What follows belongs to an exercise in optimizing a design on an open flow for small area; a production flow would make more cautious choices.
For this run, only the layout was checked, not whether the RTL still works.
Power figures rest on the tool's default switching activity, not on a simulated workload.

==> flow/design.v <==
module vga_logic(
    input wire reset,
    input wire [1:0] count, input wire pixel_strobe,
    input wire [5:0] hq, input wire [4:0] hr, input wire [4:0] vq, input wire [4:0] vr,
    input wire cpu_isAttacking, input wire [3:0] p1_health_out, input wire [3:0] cpu_health_out, input wire [3:0] keyboard_input,
    output wire [1:0] count_n, output wire pixel_strobe_n,
    output wire [5:0] hq_n, output wire [4:0] hr_n, output wire [4:0] vq_n, output wire [4:0] vr_n,
    output wire hSync, output wire vSync, output wire [11:0] VGA
);
wire new_n78, new_n79, new_n80, new_n83, new_n84, new_n85, new_n86,
    new_n87, new_n88, new_n89, new_n90, new_n91, new_n92, new_n93, new_n94,
    new_n96, new_n97, new_n98, new_n100, new_n101, new_n102, new_n103,
    new_n105, new_n106, new_n107, new_n108, new_n109, new_n110, new_n111,
    new_n112, new_n113, new_n114, new_n115, new_n116, new_n117, new_n118,
    new_n119, new_n121, new_n122, new_n123, new_n125, new_n126, new_n127,
    new_n128, new_n129, new_n131, new_n132, new_n133, new_n134, new_n135,
    new_n137, new_n138, new_n139, new_n141, new_n142, new_n143, new_n146,
    new_n147, new_n149, new_n150, new_n151, new_n152, new_n153, new_n154,
    new_n155, new_n156, new_n158, new_n159, new_n160, new_n161, new_n162,
    new_n163, new_n164, new_n165, new_n166, new_n167, new_n168, new_n169,
    new_n170, new_n171, new_n172, new_n173, new_n174, new_n176, new_n177,
    new_n178, new_n180, new_n181, new_n182, new_n183, new_n184, new_n185,
    new_n187, new_n188, new_n189, new_n191, new_n192, new_n193, new_n195,
    new_n196, new_n198, new_n199, new_n200, new_n201, new_n203, new_n204,
    new_n205, new_n207, new_n208, new_n209, new_n210, new_n212, new_n213,
    new_n214, new_n215, new_n216, new_n217, new_n218, new_n219, new_n220,
    new_n221, new_n222, new_n223, new_n224, new_n225, new_n226, new_n228,
    new_n229, new_n230, new_n231, new_n232, new_n233, new_n234, new_n236,
    new_n237, new_n238, new_n239, new_n240, new_n241, new_n242, new_n243,
    new_n244, new_n245, new_n246, new_n247, new_n248, new_n249, new_n250,
    new_n251, new_n252, new_n253, new_n254, new_n255, new_n256, new_n257,
    new_n258, new_n259, new_n260, new_n261, new_n262, new_n263, new_n264,
    new_n265, new_n266, new_n267, new_n268, new_n269, new_n270, new_n271,
    new_n272, new_n273, new_n274, new_n275, new_n276, new_n277, new_n278,
    new_n279, new_n280, new_n281, new_n282, new_n283, new_n284, new_n285,
    new_n286, new_n287, new_n288, new_n289, new_n290, new_n291, new_n292,
    new_n293, new_n294, new_n295, new_n296, new_n297, new_n298, new_n299,
    new_n300, new_n301, new_n302, new_n303, new_n304, new_n305, new_n306,
    new_n307, new_n308, new_n309, new_n310, new_n311, new_n312, new_n313,
    new_n314, new_n315, new_n316, new_n317, new_n318, new_n319, new_n320,
    new_n321, new_n322, new_n323, new_n324, new_n325, new_n326, new_n327,
    new_n328, new_n329, new_n330, new_n331, new_n332, new_n333, new_n334,
    new_n335, new_n336, new_n337, new_n338, new_n339, new_n340, new_n341,
    new_n342, new_n343, new_n344, new_n345, new_n346, new_n347, new_n348,
    new_n349, new_n350, new_n351, new_n352, new_n353, new_n354, new_n355,
    new_n356, new_n357, new_n358, new_n359, new_n360, new_n361, new_n362,
    new_n363, new_n364, new_n365, new_n366, new_n367, new_n368, new_n369,
    new_n370, new_n371, new_n372, new_n373, new_n374, new_n375, new_n376,
    new_n377, new_n378, new_n379, new_n380, new_n381, new_n382, new_n383,
    new_n384, new_n385, new_n386, new_n387, new_n388, new_n389, new_n390,
    new_n391, new_n392, new_n393, new_n394, new_n395, new_n396, new_n397,
    new_n398, new_n399, new_n400, new_n401, new_n402, new_n403, new_n404,
    new_n405, new_n406, new_n407, new_n408, new_n409, new_n410, new_n411,
    new_n412, new_n413, new_n414, new_n415, new_n416, new_n417, new_n418,
    new_n419, new_n420, new_n421, new_n422, new_n423, new_n424, new_n425,
    new_n426, new_n427, new_n428, new_n429, new_n430, new_n431, new_n432,
    new_n433, new_n434, new_n435, new_n436, new_n437, new_n438, new_n439,
    new_n440, new_n441, new_n442, new_n443, new_n444, new_n445, new_n446,
    new_n447, new_n448, new_n449, new_n450, new_n451, new_n452, new_n453,
    new_n454, new_n455, new_n456, new_n457, new_n458, new_n459, new_n460,
    new_n461, new_n462, new_n463, new_n464, new_n465, new_n466, new_n467,
    new_n468, new_n469, new_n470, new_n471, new_n472, new_n473, new_n474,
    new_n475, new_n476, new_n477, new_n478, new_n479, new_n480, new_n481,
    new_n482, new_n483, new_n484, new_n485, new_n486, new_n487, new_n488,
    new_n489, new_n490, new_n491, new_n492, new_n493, new_n494, new_n495,
    new_n496, new_n497, new_n498, new_n499, new_n500, new_n501, new_n502,
    new_n503, new_n504, new_n505, new_n506, new_n507, new_n508, new_n509,
    new_n510, new_n511, new_n512, new_n513, new_n514, new_n515, new_n516,
    new_n517, new_n518, new_n519, new_n520, new_n521, new_n522, new_n523,
    new_n524, new_n525, new_n526, new_n527, new_n528, new_n529, new_n530,
    new_n531, new_n532, new_n533, new_n534, new_n535, new_n536, new_n537,
    new_n538, new_n539, new_n540, new_n541, new_n542, new_n543, new_n544,
    new_n545, new_n546, new_n547, new_n548, new_n549, new_n550, new_n551,
    new_n552, new_n553, new_n554, new_n555, new_n556, new_n557, new_n558,
    new_n559, new_n560, new_n561, new_n562, new_n563, new_n564, new_n565,
    new_n566, new_n567, new_n568, new_n569, new_n570, new_n571, new_n572,
    new_n573, new_n574, new_n575, new_n576, new_n577, new_n578, new_n579,
    new_n580, new_n581, new_n582, new_n583, new_n584, new_n585, new_n586,
    new_n587, new_n588, new_n589, new_n590, new_n591, new_n592, new_n593,
    new_n594, new_n595, new_n596, new_n597, new_n598, new_n599, new_n600,
    new_n601, new_n602, new_n603, new_n604, new_n605, new_n606, new_n607,
    new_n608, new_n609, new_n610, new_n611, new_n612, new_n613, new_n614,
    new_n615, new_n616, new_n617, new_n618, new_n619, new_n620, new_n621,
    new_n622, new_n623, new_n624, new_n625, new_n626, new_n627, new_n628,
    new_n629, new_n630, new_n631, new_n632, new_n633, new_n634, new_n635,
    new_n636, new_n637, new_n638, new_n639, new_n640, new_n641, new_n642,
    new_n643, new_n644, new_n645, new_n646, new_n647, new_n648, new_n649,
    new_n650, new_n651, new_n652, new_n653, new_n654, new_n655, new_n656,
    new_n657, new_n658, new_n659, new_n660, new_n661, new_n662, new_n663,
    new_n664, new_n665, new_n666, new_n667, new_n668, new_n669, new_n670,
    new_n671, new_n672, new_n673, new_n674, new_n675, new_n676, new_n677,
    new_n678, new_n679, new_n680, new_n681, new_n682, new_n683, new_n684,
    new_n685, new_n686, new_n687, new_n688, new_n689, new_n690, new_n691,
    new_n692, new_n693, new_n694, new_n695, new_n696, new_n697, new_n698,
    new_n699, new_n700, new_n701, new_n702, new_n703, new_n704, new_n705,
    new_n706, new_n707, new_n708, new_n709, new_n710, new_n711, new_n712,
    new_n713, new_n714, new_n715, new_n716, new_n717, new_n718, new_n719,
    new_n720, new_n721, new_n722, new_n723, new_n724, new_n725, new_n726,
    new_n727, new_n728, new_n729, new_n730, new_n731, new_n732, new_n733,
    new_n734, new_n735, new_n736, new_n737, new_n738, new_n739, new_n740,
    new_n741, new_n742, new_n743, new_n744, new_n745, new_n746, new_n747,
    new_n748, new_n749, new_n750, new_n751, new_n752, new_n753, new_n754,
    new_n755, new_n756, new_n757, new_n758, new_n759, new_n760, new_n761,
    new_n762, new_n763, new_n764, new_n765, new_n766, new_n767, new_n768,
    new_n769, new_n770, new_n771, new_n772, new_n773, new_n774, new_n775,
    new_n776, new_n777, new_n778, new_n779, new_n780, new_n781, new_n782,
    new_n783, new_n784, new_n785, new_n786, new_n787, new_n788, new_n789,
    new_n790, new_n791, new_n792, new_n793, new_n794, new_n795, new_n796,
    new_n797, new_n798, new_n799, new_n800, new_n801, new_n802, new_n803,
    new_n804, new_n805, new_n806, new_n807, new_n808, new_n809, new_n810,
    new_n811, new_n812, new_n813, new_n814, new_n815, new_n816, new_n817,
    new_n818, new_n819, new_n820, new_n821, new_n822, new_n823, new_n824,
    new_n825, new_n826, new_n827, new_n828, new_n829, new_n830, new_n832,
    new_n833, new_n834, new_n835, new_n836, new_n837, new_n838, new_n839,
    new_n840, new_n842, new_n843, new_n846, new_n847, new_n848, new_n850,
    new_n854, new_n855, new_n857, new_n858, new_n859, new_n862;
  assign count_n[0] = ~reset & ~count[0];
  assign new_n78 = count[0] & count[1];
  assign new_n79 = ~count[0] & ~count[1];
  assign new_n80 = ~reset & ~new_n79;
  assign count_n[1] = ~new_n78 & new_n80;
  assign pixel_strobe_n = ~reset & new_n78;
  assign new_n83 = hr[0] & hr[1];
  assign new_n84 = pixel_strobe & new_n83;
  assign new_n85 = hr[2] & new_n84;
  assign new_n86 = ~hr[3] & ~new_n85;
  assign new_n87 = hr[3] & new_n85;
  assign new_n88 = ~new_n86 & ~new_n87;
  assign new_n89 = hr[4] & new_n84;
  assign new_n90 = ~new_n88 & new_n89;
  assign new_n91 = ~hr[2] & new_n90;
  assign new_n92 = hq[0] & new_n91;
  assign new_n93 = ~hq[0] & ~new_n91;
  assign new_n94 = ~reset & ~new_n93;
  assign hq_n[0] = ~new_n92 & new_n94;
  assign new_n96 = hq[1] & new_n92;
  assign new_n97 = ~hq[1] & ~new_n92;
  assign new_n98 = ~reset & ~new_n97;
  assign hq_n[1] = ~new_n96 & new_n98;
  assign new_n100 = ~hq[2] & ~new_n96;
  assign new_n101 = hq[1] & hq[2];
  assign new_n102 = new_n92 & new_n101;
  assign new_n103 = ~reset & ~new_n102;
  assign hq_n[2] = ~new_n100 & new_n103;
  assign new_n105 = ~hq[3] & ~new_n102;
  assign new_n106 = hr[2] & hr[3];
  assign new_n107 = ~hr[4] & new_n106;
  assign new_n108 = ~hq[2] & hq[5];
  assign new_n109 = hr[0] & ~hr[1];
  assign new_n110 = new_n108 & new_n109;
  assign new_n111 = ~hq[0] & ~hq[1];
  assign new_n112 = hq[3] & ~hq[4];
  assign new_n113 = new_n111 & new_n112;
  assign new_n114 = new_n110 & new_n113;
  assign new_n115 = new_n107 & new_n114;
  assign new_n116 = pixel_strobe & new_n115;
  assign new_n117 = ~reset & ~new_n116;
  assign new_n118 = hq[3] & new_n102;
  assign new_n119 = new_n117 & ~new_n118;
  assign hq_n[3] = ~new_n105 & new_n119;
  assign new_n121 = hq[4] & new_n118;
  assign new_n122 = ~hq[4] & ~new_n118;
  assign new_n123 = ~reset & ~new_n122;
  assign hq_n[4] = ~new_n121 & new_n123;
  assign new_n125 = hq[5] & ~new_n121;
  assign new_n126 = hq[3] & hq[4];
  assign new_n127 = ~hq[5] & new_n126;
  assign new_n128 = new_n102 & new_n127;
  assign new_n129 = ~new_n125 & ~new_n128;
  assign hq_n[5] = new_n117 & ~new_n129;
  assign new_n131 = hr[0] & ~new_n115;
  assign new_n132 = ~reset & ~new_n131;
  assign new_n133 = pixel_strobe & ~new_n132;
  assign new_n134 = ~reset & ~pixel_strobe;
  assign new_n135 = ~hr[0] & new_n134;
  assign hr_n[0] = ~new_n133 & ~new_n135;
  assign new_n137 = ~reset & hr[1];
  assign new_n138 = ~new_n133 & new_n137;
  assign new_n139 = new_n133 & ~new_n137;
  assign hr_n[1] = new_n138 | new_n139;
  assign new_n141 = ~hr[2] & ~new_n84;
  assign new_n142 = ~new_n85 & ~new_n141;
  assign new_n143 = ~new_n90 & new_n142;
  assign hr_n[2] = reset | new_n143;
  assign hr_n[3] = reset | new_n88;
  assign new_n146 = ~hr[4] & ~new_n87;
  assign new_n147 = ~reset & ~new_n146;
  assign hr_n[4] = ~new_n90 & new_n147;
  assign new_n149 = ~vr[2] & ~vr[3];
  assign new_n150 = vr[4] & new_n149;
  assign new_n151 = vr[0] & vr[1];
  assign new_n152 = new_n116 & new_n151;
  assign new_n153 = new_n150 & new_n152;
  assign new_n154 = ~vq[0] & ~new_n153;
  assign new_n155 = vq[0] & new_n153;
  assign new_n156 = ~reset & ~new_n155;
  assign vq_n[0] = ~new_n154 & new_n156;
  assign new_n158 = ~vq[1] & ~new_n155;
  assign new_n159 = vq[0] & vq[1];
  assign new_n160 = new_n153 & new_n159;
  assign new_n161 = ~vr[1] & new_n150;
  assign new_n162 = vr[2] & new_n151;
  assign new_n163 = ~vr[3] & ~new_n162;
  assign new_n164 = ~vr[4] & ~new_n163;
  assign new_n165 = ~new_n161 & ~new_n164;
  assign new_n166 = ~vq[0] & ~vq[2];
  assign new_n167 = vq[4] & new_n166;
  assign new_n168 = vq[1] & new_n167;
  assign new_n169 = vq[3] & ~vr[2];
  assign new_n170 = new_n168 & new_n169;
  assign new_n171 = ~new_n165 & new_n170;
  assign new_n172 = new_n152 & new_n171;
  assign new_n173 = ~reset & ~new_n172;
  assign new_n174 = ~new_n160 & new_n173;
  assign vq_n[1] = ~new_n158 & new_n174;
  assign new_n176 = ~vq[2] & ~new_n160;
  assign new_n177 = vq[2] & new_n160;
  assign new_n178 = ~reset & ~new_n177;
  assign vq_n[2] = ~new_n176 & new_n178;
  assign new_n180 = ~vq[3] & ~new_n177;
  assign new_n181 = vq[2] & vq[3];
  assign new_n182 = vq[1] & new_n181;
  assign new_n183 = vq[0] & new_n182;
  assign new_n184 = new_n153 & new_n183;
  assign new_n185 = new_n173 & ~new_n184;
  assign vq_n[3] = ~new_n180 & new_n185;
  assign new_n187 = vq[4] & new_n184;
  assign new_n188 = ~vq[4] & ~new_n184;
  assign new_n189 = new_n173 & ~new_n188;
  assign vq_n[4] = ~new_n187 & new_n189;
  assign new_n191 = vr[0] & new_n116;
  assign new_n192 = ~vr[0] & ~new_n116;
  assign new_n193 = ~new_n191 & ~new_n192;
  assign vr_n[0] = ~new_n173 | new_n193;
  assign new_n195 = ~vr[1] & ~new_n191;
  assign new_n196 = ~new_n152 & ~new_n195;
  assign vr_n[1] = ~new_n173 | new_n196;
  assign new_n198 = ~vr[2] & ~new_n152;
  assign new_n199 = new_n116 & new_n162;
  assign new_n200 = ~new_n150 & ~new_n199;
  assign new_n201 = ~new_n198 & new_n200;
  assign vr_n[2] = reset | new_n201;
  assign new_n203 = ~vr[3] & ~new_n199;
  assign new_n204 = vr[3] & new_n199;
  assign new_n205 = ~new_n203 & ~new_n204;
  assign vr_n[3] = new_n173 & new_n205;
  assign new_n207 = ~vr[4] & new_n204;
  assign new_n208 = vr[4] & ~new_n204;
  assign new_n209 = ~new_n207 & ~new_n208;
  assign new_n210 = ~reset & ~new_n153;
  assign vr_n[4] = ~new_n209 & new_n210;
  assign new_n212 = ~hq[3] & ~hq[4];
  assign new_n213 = ~hr[3] & ~hr[4];
  assign new_n214 = ~hr[0] & ~hr[1];
  assign new_n215 = hr[2] & ~new_n214;
  assign new_n216 = new_n213 & ~new_n215;
  assign new_n217 = ~hq[0] & new_n216;
  assign new_n218 = new_n101 & ~new_n217;
  assign new_n219 = new_n212 & ~new_n218;
  assign new_n220 = ~hq[1] & ~hq[2];
  assign new_n221 = ~hr[2] & ~hr[4];
  assign new_n222 = new_n214 & new_n221;
  assign new_n223 = hq[0] & ~new_n213;
  assign new_n224 = ~new_n222 & new_n223;
  assign new_n225 = new_n220 & ~new_n224;
  assign new_n226 = ~hq[5] & ~new_n225;
  assign hSync = ~new_n219 | ~new_n226;
  assign new_n228 = ~vr[0] & ~vr[1];
  assign new_n229 = vq[4] & ~new_n151;
  assign new_n230 = ~new_n228 & new_n229;
  assign new_n231 = ~vq[0] & ~vq[1];
  assign new_n232 = ~vq[2] & vq[3];
  assign new_n233 = new_n231 & new_n232;
  assign new_n234 = new_n150 & new_n233;
  assign vSync = ~new_n230 | ~new_n234;
  assign new_n236 = ~vq[2] & vq[4];
  assign new_n237 = ~vq[1] & new_n236;
  assign new_n238 = ~vq[0] & new_n237;
  assign new_n239 = vq[2] & vq[4];
  assign new_n240 = new_n231 & new_n239;
  assign new_n241 = ~new_n236 & ~new_n240;
  assign new_n242 = ~new_n238 & ~new_n241;
  assign new_n243 = ~hq[5] & ~new_n126;
  assign new_n244 = hq[4] & new_n243;
  assign new_n245 = ~hq[2] & new_n244;
  assign new_n246 = new_n111 & new_n245;
  assign new_n247 = new_n242 & new_n246;
  assign new_n248 = ~hq[5] & new_n112;
  assign new_n249 = hq[2] & new_n248;
  assign new_n250 = hq[1] & new_n249;
  assign new_n251 = hq[0] & new_n250;
  assign new_n252 = ~new_n246 & ~new_n251;
  assign new_n253 = vq[0] & new_n252;
  assign new_n254 = new_n237 & ~new_n253;
  assign new_n255 = ~hq[1] & hq[2];
  assign new_n256 = new_n244 & new_n255;
  assign new_n257 = hq[0] & new_n256;
  assign new_n258 = hq[0] & hq[1];
  assign new_n259 = ~new_n111 & ~new_n258;
  assign new_n260 = new_n249 & new_n259;
  assign new_n261 = ~vq[0] & ~new_n260;
  assign new_n262 = ~new_n257 & new_n261;
  assign new_n263 = new_n182 & ~new_n262;
  assign new_n264 = ~new_n254 & ~new_n263;
  assign new_n265 = new_n251 & ~new_n264;
  assign new_n266 = ~new_n247 & ~new_n265;
  assign new_n267 = ~new_n183 & ~new_n238;
  assign new_n268 = ~new_n159 & ~new_n231;
  assign new_n269 = new_n181 & new_n268;
  assign new_n270 = new_n267 & ~new_n269;
  assign new_n271 = ~new_n252 & ~new_n270;
  assign new_n272 = new_n266 & new_n271;
  assign new_n273 = ~p1_health_out[0] & ~p1_health_out[1];
  assign new_n274 = ~p1_health_out[2] & ~p1_health_out[3];
  assign new_n275 = new_n273 & new_n274;
  assign new_n276 = ~cpu_health_out[0] & ~cpu_health_out[1];
  assign new_n277 = ~cpu_health_out[2] & ~cpu_health_out[3];
  assign new_n278 = new_n276 & new_n277;
  assign new_n279 = ~new_n275 & new_n278;
  assign new_n280 = keyboard_input[0] & ~keyboard_input[1];
  assign new_n281 = ~keyboard_input[0] & keyboard_input[1];
  assign new_n282 = ~new_n280 & ~new_n281;
  assign new_n283 = ~keyboard_input[2] & ~keyboard_input[3];
  assign new_n284 = ~new_n282 & new_n283;
  assign new_n285 = ~new_n279 & ~new_n284;
  assign new_n286 = ~hq[0] & new_n268;
  assign new_n287 = ~hq[1] & new_n245;
  assign new_n288 = hq[2] & new_n244;
  assign new_n289 = ~new_n287 & ~new_n288;
  assign new_n290 = ~new_n286 & ~new_n289;
  assign new_n291 = ~new_n101 & ~new_n220;
  assign new_n292 = ~new_n259 & new_n291;
  assign new_n293 = new_n244 & new_n292;
  assign new_n294 = ~new_n290 & ~new_n293;
  assign new_n295 = ~vq[0] & new_n182;
  assign new_n296 = ~new_n294 & new_n295;
  assign new_n297 = ~new_n285 & ~new_n296;
  assign new_n298 = hq[1] & new_n269;
  assign new_n299 = new_n288 & new_n298;
  assign new_n300 = new_n297 & new_n299;
  assign new_n301 = vq[0] & vq[2];
  assign new_n302 = vq[1] & ~vq[3];
  assign new_n303 = new_n301 & new_n302;
  assign new_n304 = ~new_n233 & ~new_n303;
  assign new_n305 = new_n149 & new_n228;
  assign new_n306 = ~vr[4] & new_n305;
  assign new_n307 = new_n240 & new_n306;
  assign new_n308 = new_n267 & ~new_n307;
  assign new_n309 = new_n285 & ~new_n308;
  assign new_n310 = new_n304 & ~new_n309;
  assign new_n311 = ~hq[0] & ~new_n310;
  assign new_n312 = vq[0] & new_n237;
  assign new_n313 = new_n285 & ~new_n312;
  assign new_n314 = ~new_n183 & ~new_n285;
  assign new_n315 = hq[0] & ~new_n314;
  assign new_n316 = ~new_n313 & new_n315;
  assign new_n317 = new_n232 & new_n268;
  assign new_n318 = new_n258 & ~new_n317;
  assign new_n319 = hq[0] & new_n242;
  assign new_n320 = vq[4] & new_n159;
  assign new_n321 = vq[1] & new_n232;
  assign new_n322 = ~new_n320 & ~new_n321;
  assign new_n323 = ~new_n258 & new_n322;
  assign new_n324 = ~new_n319 & new_n323;
  assign new_n325 = ~new_n318 & ~new_n324;
  assign new_n326 = ~new_n316 & ~new_n325;
  assign new_n327 = ~new_n311 & new_n326;
  assign new_n328 = ~new_n111 & new_n245;
  assign new_n329 = ~new_n327 & new_n328;
  assign new_n330 = ~new_n251 & ~new_n287;
  assign new_n331 = new_n159 & new_n232;
  assign new_n332 = ~vq[1] & new_n181;
  assign new_n333 = vq[0] & new_n332;
  assign new_n334 = ~new_n331 & ~new_n333;
  assign new_n335 = ~new_n330 & ~new_n334;
  assign new_n336 = new_n275 & ~new_n278;
  assign new_n337 = new_n111 & new_n240;
  assign new_n338 = new_n249 & new_n337;
  assign new_n339 = ~new_n336 & ~new_n338;
  assign new_n340 = ~new_n335 & new_n339;
  assign new_n341 = ~new_n329 & new_n340;
  assign new_n342 = ~new_n300 & new_n341;
  assign new_n343 = ~new_n272 & new_n342;
  assign new_n344 = ~new_n111 & new_n288;
  assign new_n345 = ~hq[2] & new_n127;
  assign new_n346 = new_n111 & new_n345;
  assign new_n347 = new_n238 & ~new_n346;
  assign new_n348 = ~new_n344 & new_n347;
  assign new_n349 = ~new_n183 & ~new_n348;
  assign new_n350 = ~new_n212 & new_n243;
  assign new_n351 = new_n183 & new_n350;
  assign new_n352 = new_n292 & new_n351;
  assign new_n353 = new_n258 & new_n288;
  assign new_n354 = ~new_n250 & ~new_n353;
  assign new_n355 = ~new_n352 & new_n354;
  assign new_n356 = ~new_n349 & new_n355;
  assign new_n357 = ~new_n264 & ~new_n356;
  assign new_n358 = vq[4] & new_n301;
  assign new_n359 = new_n346 & new_n358;
  assign new_n360 = new_n168 & new_n249;
  assign new_n361 = ~new_n111 & new_n360;
  assign new_n362 = new_n336 & ~new_n361;
  assign new_n363 = ~new_n359 & new_n362;
  assign new_n364 = ~new_n357 & new_n363;
  assign new_n365 = ~new_n343 & ~new_n364;
  assign new_n366 = hq[0] & ~new_n216;
  assign new_n367 = ~new_n217 & ~new_n366;
  assign new_n368 = hq[5] & new_n212;
  assign new_n369 = ~hq[2] & new_n368;
  assign new_n370 = ~hq[1] & ~new_n217;
  assign new_n371 = ~hq[0] & hq[1];
  assign new_n372 = new_n216 & new_n371;
  assign new_n373 = ~new_n370 & ~new_n372;
  assign new_n374 = new_n369 & ~new_n373;
  assign new_n375 = new_n367 & new_n374;
  assign new_n376 = vq[0] & ~vq[1];
  assign new_n377 = new_n375 & new_n376;
  assign new_n378 = hq[2] & new_n127;
  assign new_n379 = new_n367 & new_n378;
  assign new_n380 = ~hr[2] & new_n213;
  assign new_n381 = ~new_n83 & new_n380;
  assign new_n382 = hq[0] & ~new_n381;
  assign new_n383 = hq[1] & new_n382;
  assign new_n384 = hq[2] & new_n383;
  assign new_n385 = new_n126 & new_n384;
  assign new_n386 = ~hq[5] & ~new_n385;
  assign new_n387 = ~new_n379 & ~new_n386;
  assign new_n388 = ~new_n101 & new_n212;
  assign new_n389 = hq[5] & ~new_n388;
  assign new_n390 = ~hq[0] & new_n381;
  assign new_n391 = hq[1] & ~new_n390;
  assign new_n392 = ~hq[2] & ~new_n391;
  assign new_n393 = new_n368 & ~new_n392;
  assign new_n394 = ~hq[1] & ~new_n382;
  assign new_n395 = new_n369 & ~new_n391;
  assign new_n396 = ~new_n394 & new_n395;
  assign new_n397 = ~new_n393 & ~new_n396;
  assign new_n398 = ~new_n389 & new_n397;
  assign new_n399 = ~new_n374 & new_n398;
  assign new_n400 = ~new_n375 & ~new_n399;
  assign new_n401 = new_n387 & ~new_n400;
  assign new_n402 = ~vq[0] & vq[1];
  assign new_n403 = new_n306 & new_n402;
  assign new_n404 = new_n401 & new_n403;
  assign new_n405 = ~new_n377 & ~new_n404;
  assign new_n406 = new_n232 & ~new_n405;
  assign new_n407 = ~new_n367 & new_n374;
  assign new_n408 = ~new_n240 & ~new_n320;
  assign new_n409 = new_n407 & ~new_n408;
  assign new_n410 = new_n239 & ~new_n268;
  assign new_n411 = hq[2] & hq[5];
  assign new_n412 = new_n366 & new_n411;
  assign new_n413 = ~new_n389 & ~new_n412;
  assign new_n414 = new_n219 & ~new_n413;
  assign new_n415 = new_n410 & new_n414;
  assign new_n416 = ~new_n279 & ~new_n415;
  assign new_n417 = ~new_n409 & new_n416;
  assign new_n418 = ~new_n406 & new_n417;
  assign new_n419 = ~new_n382 & ~new_n390;
  assign new_n420 = ~hq[1] & new_n419;
  assign new_n421 = ~new_n292 & ~new_n420;
  assign new_n422 = ~hq[2] & ~new_n383;
  assign new_n423 = new_n368 & ~new_n422;
  assign new_n424 = ~new_n421 & new_n423;
  assign new_n425 = new_n378 & ~new_n383;
  assign new_n426 = ~new_n394 & new_n425;
  assign new_n427 = new_n288 & new_n383;
  assign new_n428 = new_n369 & new_n391;
  assign new_n429 = new_n346 & new_n380;
  assign new_n430 = ~new_n428 & ~new_n429;
  assign new_n431 = ~new_n427 & new_n430;
  assign new_n432 = ~new_n426 & new_n431;
  assign new_n433 = vq[0] & ~new_n432;
  assign new_n434 = ~new_n424 & ~new_n433;
  assign new_n435 = new_n182 & ~new_n434;
  assign new_n436 = new_n378 & new_n394;
  assign new_n437 = ~new_n345 & ~new_n436;
  assign new_n438 = ~new_n422 & ~new_n437;
  assign new_n439 = new_n419 & new_n438;
  assign new_n440 = new_n345 & ~new_n394;
  assign new_n441 = ~new_n383 & new_n440;
  assign new_n442 = ~new_n439 & ~new_n441;
  assign new_n443 = new_n312 & ~new_n442;
  assign new_n444 = new_n295 & new_n439;
  assign new_n445 = ~new_n384 & ~new_n420;
  assign new_n446 = new_n393 & new_n445;
  assign new_n447 = new_n238 & ~new_n389;
  assign new_n448 = ~new_n386 & new_n447;
  assign new_n449 = ~new_n446 & new_n448;
  assign new_n450 = new_n259 & new_n358;
  assign new_n451 = ~new_n419 & new_n450;
  assign new_n452 = new_n378 & new_n451;
  assign new_n453 = new_n279 & ~new_n452;
  assign new_n454 = ~new_n449 & new_n453;
  assign new_n455 = ~new_n444 & new_n454;
  assign new_n456 = ~new_n443 & new_n455;
  assign new_n457 = ~new_n435 & new_n456;
  assign new_n458 = ~new_n418 & ~new_n457;
  assign new_n459 = ~new_n365 & ~new_n458;
  assign new_n460 = ~new_n427 & new_n437;
  assign new_n461 = new_n442 & ~new_n460;
  assign new_n462 = new_n237 & new_n461;
  assign new_n463 = new_n386 & ~new_n426;
  assign new_n464 = new_n312 & ~new_n424;
  assign new_n465 = ~new_n217 & new_n411;
  assign new_n466 = ~new_n389 & ~new_n465;
  assign new_n467 = new_n464 & new_n466;
  assign new_n468 = ~new_n463 & new_n467;
  assign new_n469 = ~new_n396 & ~new_n438;
  assign new_n470 = new_n410 & ~new_n469;
  assign new_n471 = ~new_n320 & ~new_n332;
  assign new_n472 = new_n419 & ~new_n471;
  assign new_n473 = new_n306 & new_n320;
  assign new_n474 = ~new_n333 & ~new_n473;
  assign new_n475 = ~new_n472 & new_n474;
  assign new_n476 = new_n438 & ~new_n475;
  assign new_n477 = new_n295 & new_n426;
  assign new_n478 = new_n345 & new_n451;
  assign new_n479 = new_n279 & ~new_n478;
  assign new_n480 = ~new_n477 & new_n479;
  assign new_n481 = ~new_n476 & new_n480;
  assign new_n482 = ~new_n470 & new_n481;
  assign new_n483 = new_n437 & ~new_n446;
  assign new_n484 = new_n238 & ~new_n483;
  assign new_n485 = new_n183 & ~new_n386;
  assign new_n486 = new_n398 & new_n485;
  assign new_n487 = ~new_n484 & ~new_n486;
  assign new_n488 = new_n482 & new_n487;
  assign new_n489 = ~new_n468 & new_n488;
  assign new_n490 = ~new_n462 & new_n489;
  assign new_n491 = new_n379 & new_n391;
  assign new_n492 = ~new_n374 & ~new_n491;
  assign new_n493 = new_n183 & ~new_n492;
  assign new_n494 = vq[1] & new_n239;
  assign new_n495 = new_n401 & new_n494;
  assign new_n496 = ~new_n493 & ~new_n495;
  assign new_n497 = ~new_n438 & new_n463;
  assign new_n498 = new_n295 & ~new_n497;
  assign new_n499 = new_n496 & ~new_n498;
  assign new_n500 = hq[5] & ~new_n219;
  assign new_n501 = ~new_n499 & ~new_n500;
  assign new_n502 = new_n387 & new_n399;
  assign new_n503 = ~new_n267 & new_n502;
  assign new_n504 = cpu_isAttacking & ~new_n284;
  assign new_n505 = ~new_n336 & ~new_n504;
  assign new_n506 = ~new_n436 & ~new_n440;
  assign new_n507 = new_n269 & new_n373;
  assign new_n508 = ~new_n506 & new_n507;
  assign new_n509 = ~new_n505 & ~new_n508;
  assign new_n510 = new_n317 & new_n491;
  assign new_n511 = new_n509 & ~new_n510;
  assign new_n512 = ~new_n503 & new_n511;
  assign new_n513 = ~new_n501 & new_n512;
  assign new_n514 = ~new_n503 & new_n505;
  assign new_n515 = new_n269 & new_n466;
  assign new_n516 = new_n387 & new_n515;
  assign new_n517 = new_n236 & new_n268;
  assign new_n518 = ~new_n367 & new_n517;
  assign new_n519 = new_n426 & new_n518;
  assign new_n520 = new_n267 & ~new_n317;
  assign new_n521 = new_n491 & ~new_n520;
  assign new_n522 = new_n312 & new_n379;
  assign new_n523 = ~new_n521 & ~new_n522;
  assign new_n524 = ~new_n519 & new_n523;
  assign new_n525 = ~new_n516 & new_n524;
  assign new_n526 = new_n514 & new_n525;
  assign new_n527 = ~new_n513 & ~new_n526;
  assign new_n528 = new_n332 & new_n413;
  assign new_n529 = ~new_n374 & ~new_n398;
  assign new_n530 = new_n167 & ~new_n529;
  assign new_n531 = new_n219 & ~new_n270;
  assign new_n532 = new_n331 & new_n466;
  assign new_n533 = ~new_n531 & ~new_n532;
  assign new_n534 = ~new_n530 & new_n533;
  assign new_n535 = ~new_n375 & ~new_n534;
  assign new_n536 = ~new_n528 & ~new_n535;
  assign new_n537 = ~new_n399 & ~new_n536;
  assign new_n538 = ~new_n322 & new_n401;
  assign new_n539 = ~new_n367 & new_n424;
  assign new_n540 = new_n466 & ~new_n539;
  assign new_n541 = new_n413 & new_n494;
  assign new_n542 = ~new_n540 & new_n541;
  assign new_n543 = ~new_n239 & ~new_n517;
  assign new_n544 = new_n375 & ~new_n543;
  assign new_n545 = ~new_n279 & ~new_n544;
  assign new_n546 = ~new_n542 & new_n545;
  assign new_n547 = ~new_n538 & new_n546;
  assign new_n548 = new_n400 & new_n540;
  assign new_n549 = ~vq[3] & ~new_n237;
  assign new_n550 = new_n548 & ~new_n549;
  assign new_n551 = ~new_n304 & new_n387;
  assign new_n552 = ~new_n529 & new_n551;
  assign new_n553 = ~new_n231 & new_n239;
  assign new_n554 = new_n368 & new_n553;
  assign new_n555 = ~new_n373 & new_n554;
  assign new_n556 = ~new_n552 & ~new_n555;
  assign new_n557 = ~new_n550 & new_n556;
  assign new_n558 = new_n547 & new_n557;
  assign new_n559 = ~new_n537 & new_n558;
  assign new_n560 = ~new_n527 & new_n559;
  assign new_n561 = ~new_n512 & ~new_n526;
  assign new_n562 = vq[1] & ~new_n306;
  assign new_n563 = ~vq[2] & ~new_n159;
  assign new_n564 = ~new_n562 & new_n563;
  assign new_n565 = vq[3] & new_n540;
  assign new_n566 = ~new_n515 & ~new_n565;
  assign new_n567 = ~new_n564 & ~new_n566;
  assign new_n568 = ~new_n561 & ~new_n567;
  assign new_n569 = ~new_n560 & ~new_n568;
  assign new_n570 = new_n321 & new_n502;
  assign new_n571 = new_n168 & new_n413;
  assign new_n572 = new_n529 & new_n571;
  assign new_n573 = new_n237 & new_n407;
  assign new_n574 = new_n242 & new_n375;
  assign new_n575 = new_n219 & new_n238;
  assign new_n576 = ~new_n466 & new_n575;
  assign new_n577 = ~new_n279 & ~new_n576;
  assign new_n578 = ~new_n574 & new_n577;
  assign new_n579 = ~new_n573 & new_n578;
  assign new_n580 = ~new_n552 & new_n579;
  assign new_n581 = ~new_n572 & new_n580;
  assign new_n582 = ~new_n570 & new_n581;
  assign new_n583 = ~new_n241 & new_n540;
  assign new_n584 = new_n529 & new_n583;
  assign new_n585 = ~new_n237 & new_n584;
  assign new_n586 = new_n317 & new_n548;
  assign new_n587 = ~new_n585 & ~new_n586;
  assign new_n588 = new_n582 & new_n587;
  assign new_n589 = ~new_n569 & new_n588;
  assign new_n590 = ~new_n490 & ~new_n589;
  assign new_n591 = new_n258 & ~new_n267;
  assign new_n592 = new_n269 & new_n371;
  assign new_n593 = ~new_n591 & ~new_n592;
  assign new_n594 = new_n245 & ~new_n593;
  assign new_n595 = ~vq[0] & new_n259;
  assign new_n596 = new_n517 & ~new_n595;
  assign new_n597 = new_n256 & new_n596;
  assign new_n598 = new_n285 & ~new_n597;
  assign new_n599 = ~new_n594 & new_n598;
  assign new_n600 = ~vq[4] & ~new_n182;
  assign new_n601 = new_n371 & ~new_n600;
  assign new_n602 = new_n245 & new_n601;
  assign new_n603 = ~new_n270 & new_n602;
  assign new_n604 = new_n297 & ~new_n603;
  assign new_n605 = ~new_n599 & ~new_n604;
  assign new_n606 = ~new_n238 & ~new_n259;
  assign new_n607 = new_n249 & ~new_n606;
  assign new_n608 = ~new_n270 & new_n607;
  assign new_n609 = ~new_n252 & new_n317;
  assign new_n610 = ~new_n608 & ~new_n609;
  assign new_n611 = new_n250 & new_n332;
  assign new_n612 = ~new_n287 & ~new_n611;
  assign new_n613 = hq[0] & vq[2];
  assign new_n614 = vq[1] & ~new_n613;
  assign new_n615 = vq[3] & ~new_n301;
  assign new_n616 = ~new_n614 & new_n615;
  assign new_n617 = ~new_n303 & ~new_n616;
  assign new_n618 = ~new_n612 & ~new_n617;
  assign new_n619 = ~new_n245 & ~new_n249;
  assign new_n620 = ~hq[0] & ~vq[1];
  assign new_n621 = new_n259 & ~new_n620;
  assign new_n622 = new_n553 & new_n621;
  assign new_n623 = ~new_n619 & new_n622;
  assign new_n624 = ~new_n336 & ~new_n623;
  assign new_n625 = ~new_n618 & new_n624;
  assign new_n626 = new_n610 & new_n625;
  assign new_n627 = new_n266 & new_n626;
  assign new_n628 = ~new_n605 & new_n627;
  assign new_n629 = hq[0] & new_n248;
  assign new_n630 = hq[1] & new_n629;
  assign new_n631 = ~new_n246 & ~new_n630;
  assign new_n632 = ~new_n249 & new_n631;
  assign new_n633 = new_n345 & new_n595;
  assign new_n634 = new_n632 & ~new_n633;
  assign new_n635 = ~vq[0] & new_n250;
  assign new_n636 = new_n237 & ~new_n635;
  assign new_n637 = ~new_n634 & new_n636;
  assign new_n638 = new_n259 & ~new_n267;
  assign new_n639 = ~new_n320 & ~new_n638;
  assign new_n640 = new_n245 & ~new_n639;
  assign new_n641 = ~vq[1] & new_n239;
  assign new_n642 = ~new_n320 & ~new_n641;
  assign new_n643 = hq[2] & ~new_n642;
  assign new_n644 = ~new_n295 & ~new_n643;
  assign new_n645 = new_n293 & ~new_n644;
  assign new_n646 = new_n251 & new_n517;
  assign new_n647 = new_n336 & ~new_n646;
  assign new_n648 = ~new_n645 & new_n647;
  assign new_n649 = ~new_n640 & new_n648;
  assign new_n650 = ~new_n258 & new_n344;
  assign new_n651 = ~new_n262 & new_n332;
  assign new_n652 = new_n650 & new_n651;
  assign new_n653 = hq[1] & new_n345;
  assign new_n654 = ~new_n239 & ~new_n653;
  assign new_n655 = new_n259 & new_n345;
  assign new_n656 = ~new_n328 & ~new_n655;
  assign new_n657 = ~new_n654 & ~new_n656;
  assign new_n658 = new_n267 & new_n408;
  assign new_n659 = new_n657 & ~new_n658;
  assign new_n660 = ~new_n652 & ~new_n659;
  assign new_n661 = new_n649 & new_n660;
  assign new_n662 = ~new_n637 & new_n661;
  assign new_n663 = ~new_n628 & ~new_n662;
  assign new_n664 = ~new_n401 & ~new_n414;
  assign new_n665 = ~new_n279 & new_n320;
  assign new_n666 = ~new_n664 & new_n665;
  assign new_n667 = ~new_n663 & ~new_n666;
  assign new_n668 = ~new_n590 & new_n667;
  assign new_n669 = new_n181 & new_n231;
  assign new_n670 = new_n260 & new_n669;
  assign new_n671 = ~new_n361 & ~new_n670;
  assign new_n672 = new_n624 & new_n671;
  assign new_n673 = ~new_n331 & new_n371;
  assign new_n674 = new_n267 & new_n673;
  assign new_n675 = new_n111 & new_n320;
  assign new_n676 = new_n181 & ~new_n231;
  assign new_n677 = ~new_n553 & ~new_n676;
  assign new_n678 = ~hq[1] & new_n677;
  assign new_n679 = ~new_n675 & new_n678;
  assign new_n680 = ~new_n233 & new_n258;
  assign new_n681 = new_n241 & new_n680;
  assign new_n682 = new_n249 & ~new_n681;
  assign new_n683 = ~new_n679 & new_n682;
  assign new_n684 = ~new_n674 & new_n683;
  assign new_n685 = ~new_n237 & new_n247;
  assign new_n686 = new_n259 & new_n317;
  assign new_n687 = ~new_n562 & new_n686;
  assign new_n688 = ~new_n553 & ~new_n687;
  assign new_n689 = new_n287 & ~new_n688;
  assign new_n690 = ~new_n685 & ~new_n689;
  assign new_n691 = ~new_n684 & new_n690;
  assign new_n692 = new_n672 & new_n691;
  assign new_n693 = ~new_n166 & ~new_n255;
  assign new_n694 = ~new_n159 & ~new_n693;
  assign new_n695 = hq[0] & ~new_n301;
  assign new_n696 = ~new_n694 & ~new_n695;
  assign new_n697 = new_n290 & new_n696;
  assign new_n698 = new_n159 & new_n258;
  assign new_n699 = ~new_n619 & new_n698;
  assign new_n700 = ~new_n697 & ~new_n699;
  assign new_n701 = vq[4] & ~new_n700;
  assign new_n702 = ~new_n183 & new_n642;
  assign new_n703 = new_n657 & ~new_n702;
  assign new_n704 = new_n255 & new_n629;
  assign new_n705 = new_n167 & new_n704;
  assign new_n706 = new_n336 & ~new_n360;
  assign new_n707 = ~new_n705 & new_n706;
  assign new_n708 = ~new_n703 & new_n707;
  assign new_n709 = ~new_n701 & new_n708;
  assign new_n710 = ~new_n692 & ~new_n709;
  assign new_n711 = new_n438 & new_n473;
  assign new_n712 = ~new_n641 & ~new_n711;
  assign new_n713 = new_n461 & ~new_n712;
  assign new_n714 = vq[0] & ~new_n384;
  assign new_n715 = ~new_n397 & new_n714;
  assign new_n716 = new_n237 & new_n715;
  assign new_n717 = new_n378 & new_n391;
  assign new_n718 = ~new_n395 & ~new_n717;
  assign new_n719 = new_n641 & ~new_n718;
  assign new_n720 = ~new_n715 & new_n719;
  assign new_n721 = new_n358 & new_n438;
  assign new_n722 = new_n238 & ~new_n506;
  assign new_n723 = new_n279 & ~new_n722;
  assign new_n724 = ~new_n721 & new_n723;
  assign new_n725 = ~new_n720 & new_n724;
  assign new_n726 = ~new_n716 & new_n725;
  assign new_n727 = ~new_n713 & new_n726;
  assign new_n728 = ~vq[0] & new_n367;
  assign new_n729 = ~new_n509 & ~new_n728;
  assign new_n730 = new_n496 & ~new_n729;
  assign new_n731 = new_n391 & new_n522;
  assign new_n732 = new_n514 & ~new_n731;
  assign new_n733 = ~new_n730 & ~new_n732;
  assign new_n734 = ~new_n232 & ~new_n303;
  assign new_n735 = new_n502 & ~new_n734;
  assign new_n736 = new_n267 & ~new_n669;
  assign new_n737 = new_n539 & ~new_n736;
  assign new_n738 = ~new_n270 & ~new_n367;
  assign new_n739 = ~new_n333 & ~new_n738;
  assign new_n740 = new_n374 & ~new_n739;
  assign new_n741 = new_n465 & ~new_n677;
  assign new_n742 = new_n413 & new_n741;
  assign new_n743 = ~new_n510 & ~new_n742;
  assign new_n744 = ~new_n740 & new_n743;
  assign new_n745 = ~new_n737 & new_n744;
  assign new_n746 = ~new_n584 & new_n745;
  assign new_n747 = ~new_n735 & new_n746;
  assign new_n748 = ~new_n269 & ~new_n331;
  assign new_n749 = new_n548 & ~new_n748;
  assign new_n750 = new_n242 & ~new_n413;
  assign new_n751 = ~new_n415 & new_n750;
  assign new_n752 = ~vq[1] & new_n374;
  assign new_n753 = new_n517 & ~new_n752;
  assign new_n754 = ~new_n399 & new_n753;
  assign new_n755 = ~new_n751 & ~new_n754;
  assign new_n756 = new_n101 & new_n366;
  assign new_n757 = new_n212 & ~new_n756;
  assign new_n758 = ~new_n755 & new_n757;
  assign new_n759 = ~new_n749 & ~new_n758;
  assign new_n760 = new_n747 & new_n759;
  assign new_n761 = new_n547 & new_n760;
  assign new_n762 = ~new_n733 & new_n761;
  assign new_n763 = ~new_n727 & ~new_n762;
  assign new_n764 = ~new_n710 & ~new_n763;
  assign new_n765 = new_n668 & ~new_n764;
  assign new_n766 = new_n240 & new_n398;
  assign new_n767 = ~new_n463 & new_n766;
  assign new_n768 = ~hq[2] & ~new_n267;
  assign new_n769 = ~new_n553 & ~new_n768;
  assign new_n770 = ~new_n267 & new_n382;
  assign new_n771 = ~new_n392 & ~new_n770;
  assign new_n772 = ~new_n769 & new_n771;
  assign new_n773 = ~new_n494 & ~new_n772;
  assign new_n774 = ~new_n506 & ~new_n773;
  assign new_n775 = new_n428 & new_n464;
  assign new_n776 = new_n723 & ~new_n775;
  assign new_n777 = ~new_n774 & new_n776;
  assign new_n778 = ~new_n767 & new_n777;
  assign new_n779 = ~new_n560 & ~new_n778;
  assign new_n780 = ~new_n517 & ~new_n675;
  assign new_n781 = new_n330 & ~new_n780;
  assign new_n782 = ~new_n632 & new_n781;
  assign new_n783 = ~new_n408 & ~new_n631;
  assign new_n784 = new_n245 & new_n687;
  assign new_n785 = ~new_n336 & ~new_n360;
  assign new_n786 = ~new_n784 & new_n785;
  assign new_n787 = ~new_n783 & new_n786;
  assign new_n788 = ~new_n782 & new_n787;
  assign new_n789 = vq[1] & new_n346;
  assign new_n790 = ~new_n344 & ~new_n789;
  assign new_n791 = new_n553 & ~new_n790;
  assign new_n792 = vq[4] & ~new_n563;
  assign new_n793 = new_n650 & new_n792;
  assign new_n794 = ~new_n267 & new_n704;
  assign new_n795 = new_n336 & ~new_n794;
  assign new_n796 = ~new_n793 & new_n795;
  assign new_n797 = ~new_n791 & new_n796;
  assign new_n798 = ~new_n788 & ~new_n797;
  assign new_n799 = ~new_n779 & ~new_n798;
  assign new_n800 = new_n765 & ~new_n799;
  assign new_n801 = ~new_n765 & new_n799;
  assign new_n802 = ~new_n800 & ~new_n801;
  assign new_n803 = new_n668 & new_n764;
  assign new_n804 = new_n802 & ~new_n803;
  assign new_n805 = ~new_n459 & ~new_n804;
  assign new_n806 = new_n212 & ~new_n224;
  assign new_n807 = new_n389 & ~new_n806;
  assign new_n808 = vr[4] & ~new_n305;
  assign new_n809 = new_n295 & ~new_n808;
  assign new_n810 = ~new_n600 & ~new_n809;
  assign new_n811 = new_n807 & new_n810;
  assign new_n812 = ~new_n183 & ~new_n240;
  assign new_n813 = ~new_n165 & ~new_n812;
  assign new_n814 = ~vq[1] & ~new_n808;
  assign new_n815 = ~vr[3] & ~vr[4];
  assign new_n816 = ~vq[0] & ~new_n815;
  assign new_n817 = new_n517 & ~new_n816;
  assign new_n818 = ~new_n814 & new_n817;
  assign new_n819 = ~new_n813 & ~new_n818;
  assign new_n820 = hq[3] & ~new_n220;
  assign new_n821 = ~hq[4] & ~hq[5];
  assign new_n822 = ~new_n820 & new_n821;
  assign new_n823 = ~new_n807 & ~new_n822;
  assign new_n824 = ~new_n819 & new_n823;
  assign new_n825 = ~vq[0] & ~new_n808;
  assign new_n826 = new_n494 & ~new_n825;
  assign new_n827 = vq[3] & vq[4];
  assign new_n828 = ~new_n826 & ~new_n827;
  assign new_n829 = ~new_n824 & new_n828;
  assign new_n830 = ~new_n811 & new_n829;
  assign VGA[0] = new_n805 | ~new_n830;
  assign new_n832 = new_n799 & ~new_n803;
  assign new_n833 = new_n459 & ~new_n764;
  assign new_n834 = ~new_n668 & new_n833;
  assign new_n835 = new_n832 & ~new_n834;
  assign new_n836 = ~new_n764 & new_n835;
  assign new_n837 = ~new_n668 & ~new_n799;
  assign new_n838 = ~new_n459 & new_n837;
  assign new_n839 = new_n829 & ~new_n838;
  assign new_n840 = ~new_n811 & new_n839;
  assign VGA[1] = new_n836 | ~new_n840;
  assign new_n842 = new_n459 & new_n668;
  assign new_n843 = ~new_n837 & ~new_n842;
  assign VGA[2] = ~new_n830 | new_n843;
  assign VGA[3] = VGA[1] | new_n843;
  assign new_n846 = ~new_n799 & ~new_n803;
  assign new_n847 = ~new_n842 & new_n846;
  assign new_n848 = new_n829 & ~new_n835;
  assign VGA[4] = new_n847 | ~new_n848;
  assign new_n850 = new_n799 & new_n829;
  assign VGA[5] = ~new_n842 | ~new_n850;
  assign VGA[6] = new_n805 | ~new_n829;
  assign VGA[7] = new_n832 | ~new_n839;
  assign new_n854 = new_n810 & new_n822;
  assign new_n855 = new_n829 & ~new_n854;
  assign VGA[11] = ~new_n799 | ~new_n855;
  assign new_n857 = new_n459 & new_n855;
  assign new_n858 = ~new_n803 & new_n857;
  assign new_n859 = VGA[11] & ~new_n858;
  assign VGA[8] = new_n834 | new_n859;
  assign VGA[9] = new_n802 | ~new_n857;
  assign new_n862 = new_n842 & new_n855;
  assign VGA[10] = new_n800 | ~new_n862;
endmodule
module vga_display(
    input wire clk, reset,
    input cpu_isAttacking,
    input wire [3:0] p1_health_out, cpu_health_out,
    input wire [3:0] keyboard_input,
    output wire hSync, vSync,
    output wire [11:0] VGA
    );
    reg [1:0] count;
    reg pixel_strobe;
    reg [5:0] hq;
    reg [4:0] hr, vq, vr;
    wire [1:0] count_n;
    wire pixel_strobe_n;
    wire [5:0] hq_n;
    wire [4:0] hr_n, vq_n, vr_n;
    always @(posedge clk) begin
        count <= count_n;
        pixel_strobe <= pixel_strobe_n;
        hq <= hq_n;
        hr <= hr_n;
        vq <= vq_n;
        vr <= vr_n;
    end
    vga_logic logic_i (.reset(reset), .count(count), .pixel_strobe(pixel_strobe),
        .hq(hq), .hr(hr), .vq(vq), .vr(vr),
        .cpu_isAttacking(cpu_isAttacking), .p1_health_out(p1_health_out), .cpu_health_out(cpu_health_out),
        .keyboard_input(keyboard_input),
        .count_n(count_n), .pixel_strobe_n(pixel_strobe_n), .hq_n(hq_n), .hr_n(hr_n), .vq_n(vq_n), .vr_n(vr_n),
        .hSync(hSync), .vSync(vSync), .VGA(VGA));
endmodule
==> flow/flow/run.sh <==
#!/bin/bash
# Own layout flow: the standard ORFS flow (standard.sh), unchanged except that the
# technology-mapping ABC call of the standard synthesis uses an area-oriented script
# (flow/abc_area_own.script) instead of ORFS's delay-oriented one. Registers, their names and
# cell types are those of the standard synthesis.
set -euo pipefail
W=$(pwd)
{
  echo "proc abc {args} {"
  echo "  set i [lsearch -exact \$args -script]"
  echo "  if {\$i >= 0} { lset args [expr {\$i + 1}] $W/flow/abc_area_own.script }"
  echo "  yosys abc {*}\$args"
  echo "}"
  cat "$W/synth_recipe.tcl"
} > "$W/own_synth.tcl"
sed "s#SYNTH_SCRIPT=[^ ]*#SYNTH_SCRIPT=$W/own_synth.tcl#" "$W/standard.sh" > "$W/own_standard.sh"
grep -q "SYNTH_SCRIPT=$W/own_synth.tcl" "$W/own_standard.sh"
bash "$W/own_standard.sh" > "$W/flow_make.log" 2>&1
==> flow/flow/abc_area_own.script <==
strash
dch -f
map -a
topo
stime -c
==> flow/standard.sh <==
#!/bin/bash
# synth_recipe.tcl (not shown) runs the flow's synth.tcl, then flattens the netlist and writes it again
# the make line also repeats each setting of config.mk as NAME=value (left out here)
make -C /OpenROAD-flow-scripts/flow DESIGN_CONFIG=/design/flow/config.mk WORK_HOME=/design/flow/orfs CLKGATE_MAP_FILE= SYNTH_SCRIPT=/design/flow/synth_recipe.tcl "${@:-finish}"
==> flow/config.mk <==
export PLATFORM = sky130hd
export DESIGN_NAME = vga_display
export DESIGN_NICKNAME = vga_display
export VERILOG_FILES = /design/flow/design.v
export SDC_FILE = /design/flow/constraint.sdc
export NUM_CORES = 4
export LEC_CHECK = 0
export CAP_MARGIN = 20
export CORE_MARGIN = 2
export CORE_UTILIZATION = 40
export SLEW_MARGIN = 20
==> flow/constraint.sdc <==
create_clock -name core_clock -period 10.0 [get_ports {clk}]
set_input_delay 2.0000 -clock core_clock [delete_from_list [all_inputs] [get_ports {clk}]]
set_output_delay 2.0000 -clock core_clock [all_outputs]
set_load 0.01 [all_outputs]
==> run summary <==
* Met3 wire length at 1480 um
* Worst hold path class: flop to flop
* Core ar. at 0.00818 mm^2
* Tot GR Track Use at 0.350
* Worst endpoint required time at 8.00 ns
* Share of power burned in combinational logic at 0.204
* H-tree depth at 1
* Post-Synthesis Net Count at 639
* Post-route ant nets at 0
* Top layer in use: met4
* Pwr/cell area at 60.1 mW/mm^2
* Post-Syn Area at 0.00337 mm^2
* Num rows at 33
* Commonest non-fill, non-tap cell in the layout: nor2_1
* Commonest cells after routing, fill and taps aside: 124 x nor2_1, 110 x clkinv_1, 82 x nand2_1
* Clock slew at the register clock pins of the worst setup and hold paths at 0.09 ns
* Final Max Tran Viols at 0
* Switching share of power at 0.251
* CP Class: input pin to output pin
* N_diodes at 0
* Io pins at 29
* Setup Viol. Count Final at 0
* Total gr overflow at 0
* Pint at 174 uW
* Post-Route WL at 15700 um
* Iteration-0 DRC Markers at 552
* Number of global-route vias before repair at 4396
* Max Fanout on Critical Path at 5
* Seq pwr share at 0.420
* Share of cells above drive strength 1 at 0.0250
* Compound-Gate Fraction of Synth Area at 0.314
* RSZ-0062 raised after global routing: false
* CTS tree: built
* Main flop type after synthesis: dfxtp_1
* Avg Inst Size Synth at 5.57 um^2
* Routability cong. at 1.11
* Die Span Y at 95.7 um
* Area grow syn2layout at 15.0%
* Worst Tran Pin Value at 0.996 ns
* XOR/XNOR Fraction of Synth Area at 0.00260
* Post-synthesis cell type count at 38
* Post-synthesis mux area share at 0
* CP endpoint kind: output pin
* CTS Sinks at 24
* Leakage Power at 0.00139 uW
* Syn Inst Count at 605
* Setup repair bufs after CTS at 0
* Post-synth EDFFs at 0
* Adder-cell share of the synthesized area at 0.0706
* Clock buffer depth at 2
* Nets at 675
* DR DRC count at 0
* Status: no timing/DRC/antenna violations
* Number of synthesis warnings at 1
* Final critical-path share of the clock period at 0.805
* Die Width at 95.7 um
* Critical path launch point type: input pin
* Per-cell routed wire length at 21.1 um
* Pin count of the biggest net entering global routing at 16
* Port Buffers at 28
* Drt pass-1 iters at 8
* Initial antenna violation count at 0
* Clk root buf: clkbuf_8
* TNS Setup at 0 ns
* Seq/Total Area, Yosys at 0.143
* Met1 WL at 6320 um
* DP HPWL at 12800 um
* Clk_skew at 0.00926 ns
* Hold buffers post-CTS at 0
* Max-cap violation count at 0
* Initial Util at 0.412
* Synth Area in Simple Gates at 0.347
* NetSw at 58.4 uW
* Post-synth ARST share at 0
* Post_cts resized at 0
* Pwr Total at 233 uW
* Final Hold Viols at 0
* Fmax at 124 MHz
* Worst-Skew Late Latency at 0.28 ns
* Routed via count divided by cell count at 6.32
* Power share of the clock group at 0.376
* Relative slew slack at 0.319
* Total number of vias at 4708
* Arrival @ worst endpoint at 6.05 ns
* Main combinational cell family by area after synthesis: simple AND/OR/NAND/NOR gates
* WL met2 at 6830 um
* Post-route minimum period at 8.05 ns
* Synthesized flop and latch total at 24
* First-pass GRT wire length at 24000 um
* Peak VDD IR at 0.0000554 V
* Number of buffers created by CTS at 3
* Die area at 0.00917 mm^2
-- registers in the layout, summed over array words and instances, names as in the netlist --
register / count
pixel_strobe: 1
hq: 6
vq: 5
vr: 5
hr: 5
count: 2
-- final cells by class --
type                            instances  area, um^2
Timing Repair Buffer                   31         303
Fill cell                             899        4300
Sequential cell                        24         480
Clock inverter                          1        30.0
Multi-Input combinational cell        471        2470
Clock buffer                            3        41.3
Inverter                              110         413
Tap cell                              105         131
-- logic make-up (layout without fill, tap and decap cells) --
group	after synthesis	after routing
compound gates	173	173
xor+xnor	1	1
fa+ha+maj	19	19
buf+inv	110	145
flops	24	24
simple gates	278	278
-- through the flow --
| stage | std cells | hold slack [ns] | utilization | worst slack, ns | area, um^2 |
|---|---|---|---|---|---|
| after floorplan | 605 | 0.407 | - | 3.54 | 3370 |
| final | 745 | 0.448 | 0.474 | 1.95 | 3870 |
| after CTS | 745 | 0.454 | 0.474 | 1.98 | 3870 |
| after global placement | 741 | 0.418 | 0.465 | 2.11 | 3800 |
| after detailed placement | 741 | 0.438 | 0.465 | 2.00 | 3800 |
| after global routing | 745 | 0.479 | 0.474 | 1.53 | 3870 |
-- synthesized netlist by cell type (2+ instances only) --
library cell,instances,area (um^2)
o21a_1,2,15.0
a2111oi_0,6,52.6
a31oi_1,14,87.6
o311ai_0,5,43.8
clkinv_1,110,413
nor4_1,8,50.1
ha_1,19,238
a21boi_0,2,15.0
o21ai_0,57,285
a21oi_1,48,240
o31ai_1,4,30.0
dfxtp_1,24,480
o211ai_1,5,37.5
o22ai_1,5,31.3
or2_2,4,25.0
nand3_1,22,110
nand2_1,82,308
nand4_1,10,62.6
a221oi_1,2,17.5
nor3_1,25,125
a211oi_1,3,22.5
o41ai_1,2,17.5
a22oi_1,4,30.0
nor2_1,124,465
o2111ai_1,5,43.8
-- power by group through the flow --
stage          Clock, uW  Combinational, uW  Sequential, uW
2_1_floorplan          0               23.0            99.8
3_3_place_gp           0               46.5            99.9
3_5_place_dp           0               47.1             100
4_1_cts             88.0               47.3            97.8
5_1_grt             91.3               52.5            98.0
6_report            87.4               47.5            97.8
-- worst paths after layout --
kind | slack, ns | endpoint | cells past startpoint | startpoint
hold reg to reg | 0.45 | pixel_strobe | 2 | count[1]
hold / removal | 0.45 | pixel_strobe | 2 | count[1]
setup reg to reg | 7.01 | vq[4] | 8 | vq[1]
setup / recovery | 1.95 | VGA[6] | 16 | p1_health_out[1]
-- critical path: stages --
cell,delay (ns)
clkdlybuf4s50_1,0.40
nor4_1,0.31
clkinv_1,0.14
nor2_1,0.43
a21oi_1,0.11
a31oi_1,0.26
o211ai_1,0.17
a221oi_1,0.28
nand4_1,0.16
a21oi_1,0.35
clkinv_1,0.22
ha_1,0.34
a21oi_1,0.17
clkinv_1,0.09
nand2_1,0.07
clkdlybuf4s50_1,0.53
-- layer usage --
metal | GRT usage | up-vias
li1 | - | 2170
met1 | 0.458 | 2116
met2 | 0.562 | 339
met3 | 0.0321 | 83
met4 | 0.201 | 0
met5 | 0 | -

==> what the ideal ports hide <==
How much do the figures lean on ideal ports? The routed layout below was timed once more, with nothing changed but the port constraints. Step 1, drivers: a clkbuf_16 drives clk and a buf_2 each remaining input, both assumed. Step 2 times the ports against the registers' clock, not the clock port: input delays grow and output delays shrink by t, the midpoint of the rising clock arrivals with the driver on. Slacks: no drivers / after step 1 / after step 2; pairs: no drivers / after step 1.
t, ns: 0.306
slack for setup (ns): 1.954 / 1.932 / 1.932
hold slack, ns: 0.448 / 0.448 / 0.448
worst setup path after step 2: input to output
worst data-port slew with drivers (ns): 0.03
After both steps setup and hold are still met in this run. The setup slack of this run moves by -0.022 ns with the drivers and by -0.022 ns with both steps.
